From an optimization exercise on the open Yosys and OpenROAD flow, aimed at a short achievable clock period and few clock cycles; shortcuts taken in it are not production practice. The RTL was checked by simulation tests, not by an equivalence proof against the original design. The flow treats the clock pin as an ideal source, which a real chip does not have. Power is estimated from default activity; no workload was simulated.

File: standard.sh
#!/bin/bash
# synth_recipe.tcl (not shown) runs the flow's synth.tcl, then flattens the netlist and writes it again
# the make line also repeats each setting of config.mk as NAME=value (left out here)
make -C /OpenROAD-flow-scripts/flow DESIGN_CONFIG=/design/flow/config.mk WORK_HOME=/design/flow/orfs CLKGATE_MAP_FILE= SYNTH_SCRIPT=/design/flow/synth_recipe.tcl "${@:-finish}"
File: flow/run.sh
#!/bin/bash
# Standard ORFS layout (the standard.sh, standard synthesis unchanged), with the
# timing repair steps asked to leave SETUP_MARGIN ns of setup slack at the design's
# clock period, so that they work on paths far shorter than the period; gate sizing
# free to change a cell's footprint; and extra repair rounds after CTS
# (flow/post_cts.tcl, run through ORFS's POST_CTS_TCL hook).
set -euo pipefail
cd "$(dirname "$0")/.."
SETUP_MARGIN=${SETUP_MARGIN:-11}
TNS_PCT=${TNS_PCT:-100}
bash standard.sh SETUP_SLACK_MARGIN=$SETUP_MARGIN TNS_END_PERCENT=$TNS_PCT \
  MATCH_CELL_FOOTPRINT=0 POST_CTS_TCL="$PWD/flow/post_cts.tcl" finish > standard_make.log 2>&1
File: flow/post_cts.tcl
# Extra setup-repair rounds after CTS (placement parasitics), each asked to leave
# more slack at the design's clock period; then legalize the placement again.
estimate_parasitics -placement
foreach margin {10.0 10.4 10.8 11.2} {
  repair_timing -setup -setup_margin $margin -repair_tns 100 -max_passes 100 -verbose
}
detailed_placement
check_placement -verbose
estimate_parasitics -placement
report_worst_slack -max -digits 3
File: design.v
`timescale 1ns / 1ps
module TopLevelProcessor(
    input clk,
    input reset,
    output [31:0] imem_addr,
    input  [31:0] imem_data,
    output [31:0] dmem_addr,
    output [31:0] dmem_wdata,
    output        dmem_we,
    input  [31:0] dmem_rdata
);
    localparam BI = 3;               
    localparam BN = 1 << BI;
    localparam USE_BTB = 1;
    integer k;
    reg  [31:0] fpc;
    reg  [31:0] rf [1:31];
    reg         e_v;
    reg  [31:0] e_pc;
    reg         e_pt;                
    reg         e_hit;               
    reg  [31:0] e_imm;
    reg  [31:0] e_ra, e_rb;          
    reg  [4:0]  e_rd;
    reg         e_wex;               
    reg         e_ldw;               
    reg         e_addi, e_lui, e_link, e_st, e_br, e_jal, e_jalr;
    reg  [7:0]  e_rop;               
    reg  [2:0]  e_bf;                
    reg  [31:0] m_addr, m_wdata;
    reg         m_we;
    reg         m_ld;
    reg  [4:0]  m_rd;
    reg         w_we;
    reg  [4:0]  w_rd;
    reg  [31:0] w_res;
    reg           bt_v   [0:BN-1];
    reg  [31:1]   bt_tag [0:BN-1];
    reg  [31:1]   bt_tgt [0:BN-1];
    reg           u_set, u_clr;      
    reg  [BI-1:0] u_idx;
    reg  [31:1]   u_tag, u_tgt;
    assign imem_addr  = fpc;
    assign dmem_addr  = m_addr;
    assign dmem_wdata = m_wdata;
    assign dmem_we    = m_we;
    wire [31:0] I  = imem_data;
    wire [6:0]  op = I[6:0];
    wire [2:0]  f3 = I[14:12];
    wire [6:0]  f7 = I[31:25];
    wire [4:0]  rd = I[11:7], rs1 = I[19:15], rs2 = I[24:20];
    wire isR    = (op == 7'b0110011);
    wire isI    = (op == 7'b0010011);
    wire isLd   = (op == 7'b0000011);
    wire isSt   = (op == 7'b0100011);
    wire isBr   = (op == 7'b1100011);
    wire isJal  = (op == 7'b1101111);
    wire isJalr = (op == 7'b1100111);
    wire isLui  = (op == 7'b0110111);
    wire [31:0] immI = {{20{I[31]}}, I[31:20]};
    wire [31:0] immS = {{20{I[31]}}, I[31:25], I[11:7]};
    wire [31:0] immB = {{19{I[31]}}, I[31], I[7], I[30:25], I[11:8], 1'b0};
    wire [31:0] immU = {I[31:12], 12'b0};
    wire [31:0] immJ = {{11{I[31]}}, I[31], I[19:12], I[20], I[30:21], 1'b0};
    reg [31:0] d_imm;
    always @(*) begin
        if (isSt)       d_imm = immS;
        else if (isBr)  d_imm = immB;
        else if (isLui) d_imm = immU;
        else if (isJal) d_imm = immJ;
        else            d_imm = immI;
    end
    wire wrex = isR | isI | isJal | isJalr | isLui;
    wire rdnz = (rd != 5'd0);
    reg [7:0] d_rop;
    always @(*) begin
        d_rop = 8'b0;
        case ({f7, f3})
            10'b0000000_000: d_rop[0] = 1'b1;    
            10'b0100000_000: d_rop[1] = 1'b1;    
            10'b0000000_110: d_rop[3] = 1'b1;    
            10'b0000000_100: d_rop[4] = 1'b1;    
            10'b0000000_001: d_rop[5] = 1'b1;    
            10'b0000000_101: d_rop[6] = 1'b1;    
            10'b0000000_010: d_rop[7] = 1'b1;    
            default:         d_rop[2] = 1'b1;    
        endcase
        if (!isR) d_rop = 8'b0;
    end
    wire [2:0] d_bf = {f3 == 3'b100, f3 == 3'b001, f3 == 3'b000};
    wire [31:0] res;                 
    wire        exw = e_v & e_wex;
    wire [31:0] prv = w_we ? w_res : dmem_rdata;    
    wire        prw = w_we | m_ld;
    reg [31:0] r1, r2;
    always @(*) begin
        r1 = 32'b0;
        r2 = 32'b0;
        for (k = 1; k < 32; k = k + 1) begin
            r1 = r1 | ({32{rs1 == k}} & rf[k]);
            r2 = r2 | ({32{rs2 == k}} & rf[k]);
        end
    end
    wire s1ex = exw & (e_rd == rs1);
    wire s2ex = exw & (e_rd == rs2);
    wire s1pv = prw & (w_rd == rs1);
    wire s2pv = prw & (w_rd == rs2);
    wire [31:0] v1 = s1ex ? res : s1pv ? prv : r1;
    wire [31:0] v2 = s2ex ? res : s2pv ? prv : r2;
    wire hold = e_v & e_ldw & ((e_rd == rs1) | (e_rd == rs2));
    wire [BI-1:0] fidx = fpc[BI+1:2];
    wire [31:1]   ftag = {fpc[31:BI+2], {BI{1'b0}}, fpc[1]};
    wire          fhit = (USE_BTB != 0) & bt_v[fidx] & (bt_tag[fidx] == ftag);
    wire [31:0]   fpc4 = fpc + 32'd4;
    wire          fpt   = fhit;
    wire [31:0]   fpred = fhit ? {bt_tgt[fidx], 1'b0} : fpc4;
    wire [31:0]   fnext = hold ? fpc : fpred;    
    wire        go    = e_v;
    wire [31:0] a = e_ra, b = e_rb;
    wire [31:0] sumI  = e_ra + e_imm;
    wire [31:0] addR  = a + b;
    wire [31:0] dif   = a - b;
    wire [31:0] pc4   = e_pc + 32'd4;
    wire [31:0] tgt   = e_pc + e_imm;
    function [1:0] cmb(input [1:0] hi, input [1:0] lo);     
        cmb = {hi[1] | (hi[0] & lo[1]), hi[0] & lo[0]};
    endfunction
    reg [1:0] ct [0:62];
    integer i;
    always @(*) begin
        for (i = 0; i < 32; i = i + 1)
            ct[i] = (i < 31) ? {~e_ra[i] & e_rb[i], ~(e_ra[i] ^ e_rb[i])} : 2'b01;
        for (i = 0; i < 16; i = i + 1) ct[32+i] = cmb(ct[2*i+1], ct[2*i]);
        for (i = 0; i < 8; i = i + 1)  ct[48+i] = cmb(ct[32+2*i+1], ct[32+2*i]);
        for (i = 0; i < 4; i = i + 1)  ct[56+i] = cmb(ct[48+2*i+1], ct[48+2*i]);
        for (i = 0; i < 2; i = i + 1)  ct[60+i] = cmb(ct[56+2*i+1], ct[56+2*i]);
        ct[62] = cmb(ct[61], ct[60]);
    end
    wire eq  = ct[62][0] & ~(e_ra[31] ^ e_rb[31]);
    wire lt  = e_ra[31] ^ e_rb[31] ^ ct[62][1];   
    wire slt = (a[31] != b[31]) ? a[31] : ct[62][1];    
    wire [31:0] rres =
        ({32{e_rop[0]}} & addR) |
        ({32{e_rop[1]}} & dif) |
        ({32{e_rop[2]}} & (a & b)) |
        ({32{e_rop[3]}} & (a | b)) |
        ({32{e_rop[4]}} & (a ^ b)) |
        ({32{e_rop[5]}} & (a << b[4:0])) |
        ({32{e_rop[6]}} & (a >> b[4:0])) |
        {31'b0, e_rop[7] & slt};
    assign res = ({32{e_addi}} & sumI) | ({32{e_lui}} & e_imm) | ({32{e_link}} & pc4) | rres;
    wire brt   = e_br & ((e_bf[0] & eq) | (e_bf[1] & ~eq) | (e_bf[2] & lt));
    wire taken = e_jal | e_jalr | brt;
    wire redir = go & (e_jalr | (taken ^ e_pt));
    wire [31:0] nT = e_pt ? fnext : tgt;         
    wire [31:0] nN = e_pt ? pc4 : fnext;         
    wire [31:0] nO = e_jalr ? {sumI[31:1], 1'b0} : e_jal ? (e_pt ? fnext : tgt) : e_pt ? pc4 : fnext;
    wire        cnd = (e_bf[0] & eq) | (e_bf[1] & ~eq) | (e_bf[2] & lt);
    wire [31:0] fpc_n = (go & e_br) ? (cnd ? nT : nN) : go ? nO : fnext;
    wire [BI-1:0] eidx = e_pc[BI+1:2];
    wire [31:1]   etag = {e_pc[31:BI+2], {BI{1'b0}}, e_pc[1]};
    always @(posedge clk) begin
        e_pc   <= fpc;
        e_pt   <= fpt;
        e_hit  <= fhit;
        e_imm  <= d_imm;
        e_ra   <= v1;
        e_rb   <= v2;
        e_rd   <= rd;
        e_wex  <= wrex & rdnz;
        e_ldw  <= isLd & rdnz;
        e_addi <= isI;
        e_lui  <= isLui;
        e_link <= isJal | isJalr;
        e_st   <= isSt;
        e_br   <= isBr;
        e_jal  <= isJal;
        e_jalr <= isJalr;
        e_rop  <= d_rop;
        e_bf   <= d_bf;
        m_addr  <= sumI;
        m_wdata <= e_rb;
        m_rd    <= e_rd;
        w_rd    <= e_rd;
        w_res   <= res;
        u_idx   <= eidx;
        u_tag   <= etag;
        u_tgt   <= tgt[31:1];
        if (reset) begin
            fpc   <= 32'b0;
            e_v   <= 1'b0;
            m_we  <= 1'b0;
            m_ld  <= 1'b0;
            w_we  <= 1'b0;
            u_set <= 1'b0;
            u_clr <= 1'b0;
            for (k = 0; k < BN; k = k + 1) bt_v[k] <= 1'b0;
        end else begin
            fpc <= fpc_n;
            e_v <= ~redir & ~hold;
            m_we  <= go & e_st;
            m_ld  <= go & e_ldw;
            w_we  <= go & e_wex;
            u_set <= go & (e_br | e_jal) & taken;
            u_clr <= go & e_hit & ~taken;
            if (u_set) begin
                bt_v[u_idx]   <= 1'b1;
                bt_tag[u_idx] <= u_tag;
                bt_tgt[u_idx] <= u_tgt;
            end else if (u_clr) begin
                bt_v[u_idx]   <= 1'b0;
            end
        end
    end
    always @(posedge clk) begin
        for (k = 1; k < 32; k = k + 1) begin
            if (reset)
                rf[k] <= 32'b0;
            else if (w_we & (w_rd == k))
                rf[k] <= w_res;
            else if (m_ld & (m_rd == k))
                rf[k] <= dmem_rdata;
        end
    end
endmodule
File: constraint.sdc
create_clock -name core_clock -period 15.0 [get_ports {clk}]
set_input_delay 3.0000 -clock core_clock [delete_from_list [all_inputs] [get_ports {clk}]]
set_output_delay 3.0000 -clock core_clock [all_outputs]
set_load 0.01 [all_outputs]
File: config.mk
export PLATFORM = sky130hd
export DESIGN_NAME = TopLevelProcessor
export DESIGN_NICKNAME = TopLevelProcessor
export VERILOG_FILES = /design/flow/design.v
export SDC_FILE = /design/flow/constraint.sdc
export NUM_CORES = 4
export LEC_CHECK = 0
export ABC_CLOCK_PERIOD_IN_PS = 3000
export CAP_MARGIN = 20
export CELL_PAD_IN_SITES_DETAIL_PLACEMENT = 1
export CELL_PAD_IN_SITES_GLOBAL_PLACEMENT = 1
export CORE_MARGIN = 2
export CORE_UTILIZATION = 32
export SLEW_MARGIN = 20
==> results by group <==
Global routing
  • GRT Util Overall: 39.8%
  • Largest net degree at the start of global routing: 99
  • Initial antenna violation count: 63
  • First-pass GRT wire length: 775000 um
  • Remaining global-route overflow: 0
  • Vias in the first global route: 89300

Outcome
  • Status: no timing/DRC/antenna violations

STA
  • Fin. max-slew vios: 0
  • Crit share post-route: 32.3%
  • Min Tclk post-route: 4.85 ns
  • Worst-Margin Slew: 1.28 ns
  • Unrepaired setup endpoints after global routing: yes
  • WHS: 0.393 ns
  • F_max: 206 MHz
  • Max_slew headroom: 14.0%
  • Fin. Hold Viols: 0
  • Final setup fails: 0
  • Setup tns final: 0 ns
  • Clock skew: 0.140 ns

Power
  • P per Cell Area: 96.0 nW/um^2
  • Switching Power: 0.00302 W
  • Sequential Power Share: 45.1%
  • Static leakage power: 41.2 nW
  • Sw Ratio: 26.4%
  • Clock power share: 45.3%
  • Power, Total: 0.0114 W
  • Internal power: 0.00841 W
  • Peak VDD IR: 92.4 uV
  • Combinational fraction of design power: 9.5%

Die
  • Io pins: 163
  • Core area: 274000 um^2
  • Die H: 529 um
  • Row Count: 192
  • Initial Util: 32.2%
  • Die width: 529 um
  • DIE AREA: 280000 um^2

Setup path
  • Kind of cell adding the most delay to the critical path: simple AND/OR/NAND/NOR gates
  • Crit. End Element: flop
  • Critical path's largest stage delay: 0.47 ns
  • Crit Path Class: in -> reg
  • Worst path cell trace: buf_16 -> nand2b_4 -> buf_6 -> nor2_4 -> buf_12 -> buf_12 -> buf_4 -> a22o_1 -> a221oi_2 -> nand4_1 -> nor3_4 -> a21oi_2 -> nor2_1 -> a21oi_1
  • Worst setup path start: imem_data[24]
  • Crit start category: primary input
  • R2r startpoint: fpc[2]
  • FF-to-FF setup slack: 10.49 ns
  • CP max-delay cell: nor3_4
  • Worst Path Buf+Inv: 5
  • Worst Path Required: 15.78 ns
  • Crit path top cell by count: buf_12
  • Crit-path max FO: 8
  • CP Data Arrival Time: 5.62 ns

Synthesis
  • Syn avg cell area: 9.75 um^2
  • Library cells used by synthesis: 91
  • Top cells by area in the synthesized netlist: dfxtp_1, edfxtp_1, a211oi_1
  • Top cell type's share of synthesized area: 30.6%
  • FFs w/ async S/R, synth: 0%
  • Largest area contributor in the netlist: dfxtp_1
  • Largest family of logic cells by synthesized area: compound AO/OA/AOI/OAI gates
  • Syn_nets: 9306
  • Cell Area, Synth: 88200 um^2
  • Seq cells post-synth: 1827
  • Simple-Gate Fraction of Synth Area: 12.0%
  • Post-synth top cells: nor2_1, dfxtp_1, a211oi_1
  • Post-Syn Instances: 9045
  • Synth Area in Compound Gates: 26.3%
  • Ys Warns: 3
  • Primary FF master, synth: dfxtp_1
  • Count leader, synth: nor2_1
  • Mux cell area share after synthesis: 5.76%
  • Synth Area in XOR/XNOR: 1.65%
  • Adder-cell area share of the yosys netlist: 2.80%
  • Number of synthesized flops with an enable pin: 480
  • Post-synthesis sequential area ratio: 46.9%

Drt
  • Drt drc: 0
  • Routed wire length: 581000 um
  • Detailed-route via count: 95600
  • WL/cell: 43.1 um
  • Vias/cell: 7.08
  • Initial DRC Count: 16900
  • First-pass iteration count of the detailed router: 17
  • Antenna viol nets, final: 0

Place
  • HPWL after detailed placement: 313000 um
  • Global placement routability congestion: 0.985
  • Placed Instances: 12200
  • IO Port Bufs: 162

CTS
  • Clk latency of the worst-skew pair: 0.97 ns
  • Clock transition at path regs: 0.06 ns
  • CTS Sinks: 1827
  • CTS tree: yes

Min path
  • Hold path start: e_rb[27]
  • Hold Path Class: reg -> reg

Final layout
  • Filler instances: 29200
  • Fin cells: 13500
  • Layout area overhead: 35.0%
  • Fin util: 43.5%
  • NumNets Final: 9942
  • Layout cells sized above 1: 28.0%

Flow run
  • Maxcap violations: 0
-- power by group through the flow --
stage | combinational [W] | clock (W) | sequential (W)
2_1_floorplan | 0.000439 | 0 | 0.00523
5_1_grt | 0.00109 | 0.00537 | 0.00515
3_3_place_gp | 0.000719 | 0 | 0.00527
6_report | 0.00109 | 0.00518 | 0.00516
3_5_place_dp | 0.000729 | 0 | 0.00528
-- sequential cells by signal (all words and copies together) (netlist names), 28 cells and up --
name / count
u_tgt: 31
bt_tgt: 248
e_ra: 32
m_addr: 32
bt_tag: 224
w_res: 32
rf: 992
u_tag: 28
e_rb: 32
e_imm: 32
fpc: 32
e_pc: 32
m_wdata: 32
-- worst paths after layout --
kind / endpoint / cells past startpoint
max: e_rb[1] / 14
min: m_wdata[27] / 0
max reg2reg: fpc[16] / 19
min reg2reg: m_wdata[27] / 0
-- placed cells by master (no fill, tap or decap), drive strengths merged, types with 42 or more instances in the layout --
| master | count |
|---|---|
| a211oi | 1031 |
| a21o | 74 |
| a21oi | 321 |
| a221oi | 371 |
| a222oi | 64 |
| a22o | 343 |
| a22oi | 287 |
| buf | 1130 |
| clkbuf | 373 |
| clkdlybuf4s50 | 44 |
| clkinv | 50 |
| dfxtp | 1347 |
| diode | 61 |
| edfxtp | 480 |
| ha | 191 |
| inv | 195 |
| mux2 | 42 |
| mux2i | 151 |
| mux4 | 141 |
| nand2 | 244 |
| nand2b | 43 |
| nand3 | 152 |
| nand4 | 157 |
| nor2 | 1436 |
| nor3 | 140 |
| o211ai | 42 |
| o21ai | 203 |
| o22ai | 45 |
| xnor2 | 107 |
| xor2 | 59 |
-- metal layers --
layer	up-vias	share of wire, %	track usage, %
met5	-	0.23	2.86
li1	36200	-	-
met4	50	10	30.3
met2	8528	39	54.3
met1	47700	36	47.6
met3	3178	14	19.1
-- area by class of cell --
type                       instances  area [um^2]  share of cell area, %
clock inverter                    77          887                  0.745
clock buffer                     289         5800                   4.87
sequential                      1827        41700                   35.0
timing repair buffer            1268        16100                   13.5
antenna                           61          153                  0.128
timing repair inverter             1         5.00                0.00421
inverter                         194          796                  0.669
tap                             3589         4490                   3.77
multi-input combinational       6186        49100                   41.3
-- stage by stage --
step	instance area, um^2	setup WS [ns]
finish	119000	10.15
global route	119000	10.25
detailed placement	96100	7.27
global placement	95900	7.39
floorplan	91300	9.52
-- kinds of logic after synthesis --
group	after synthesis
xor+xnor	166
fa+ha+maj	195
buf+inv	1047
compound gates	3090
simple gates	2395
mux	325
flops	1827
Testbench counts, summed over its fixed seeds: cycles 278,041.

separate check: timing with driven ports:
How much do the figures lean on ideal ports? The routed layout below was timed once more, with nothing changed but the port constraints. Step 1: set_driving_cell puts a clkbuf_16 on clk and a buf_2 on each other input, an assumption about the parent block. Step 2 times the ports against the registers' clock, not the clock port: input delays grow and output delays shrink by t, the midpoint of the rising clock arrivals with the driver on. a / b / c = ideal ports / drivers / drivers and shift; a / b = the first two.
shift t [ns]: 0.998
setup WS [ns]: 10.154 / 10.077 / 9.079
worst register clock-pin slew, ns: 0.07 / 0.07
After both steps this run still meets setup and hold. The setup slack of this run moves by -0.077 ns with the drivers and by -1.075 ns with both steps.
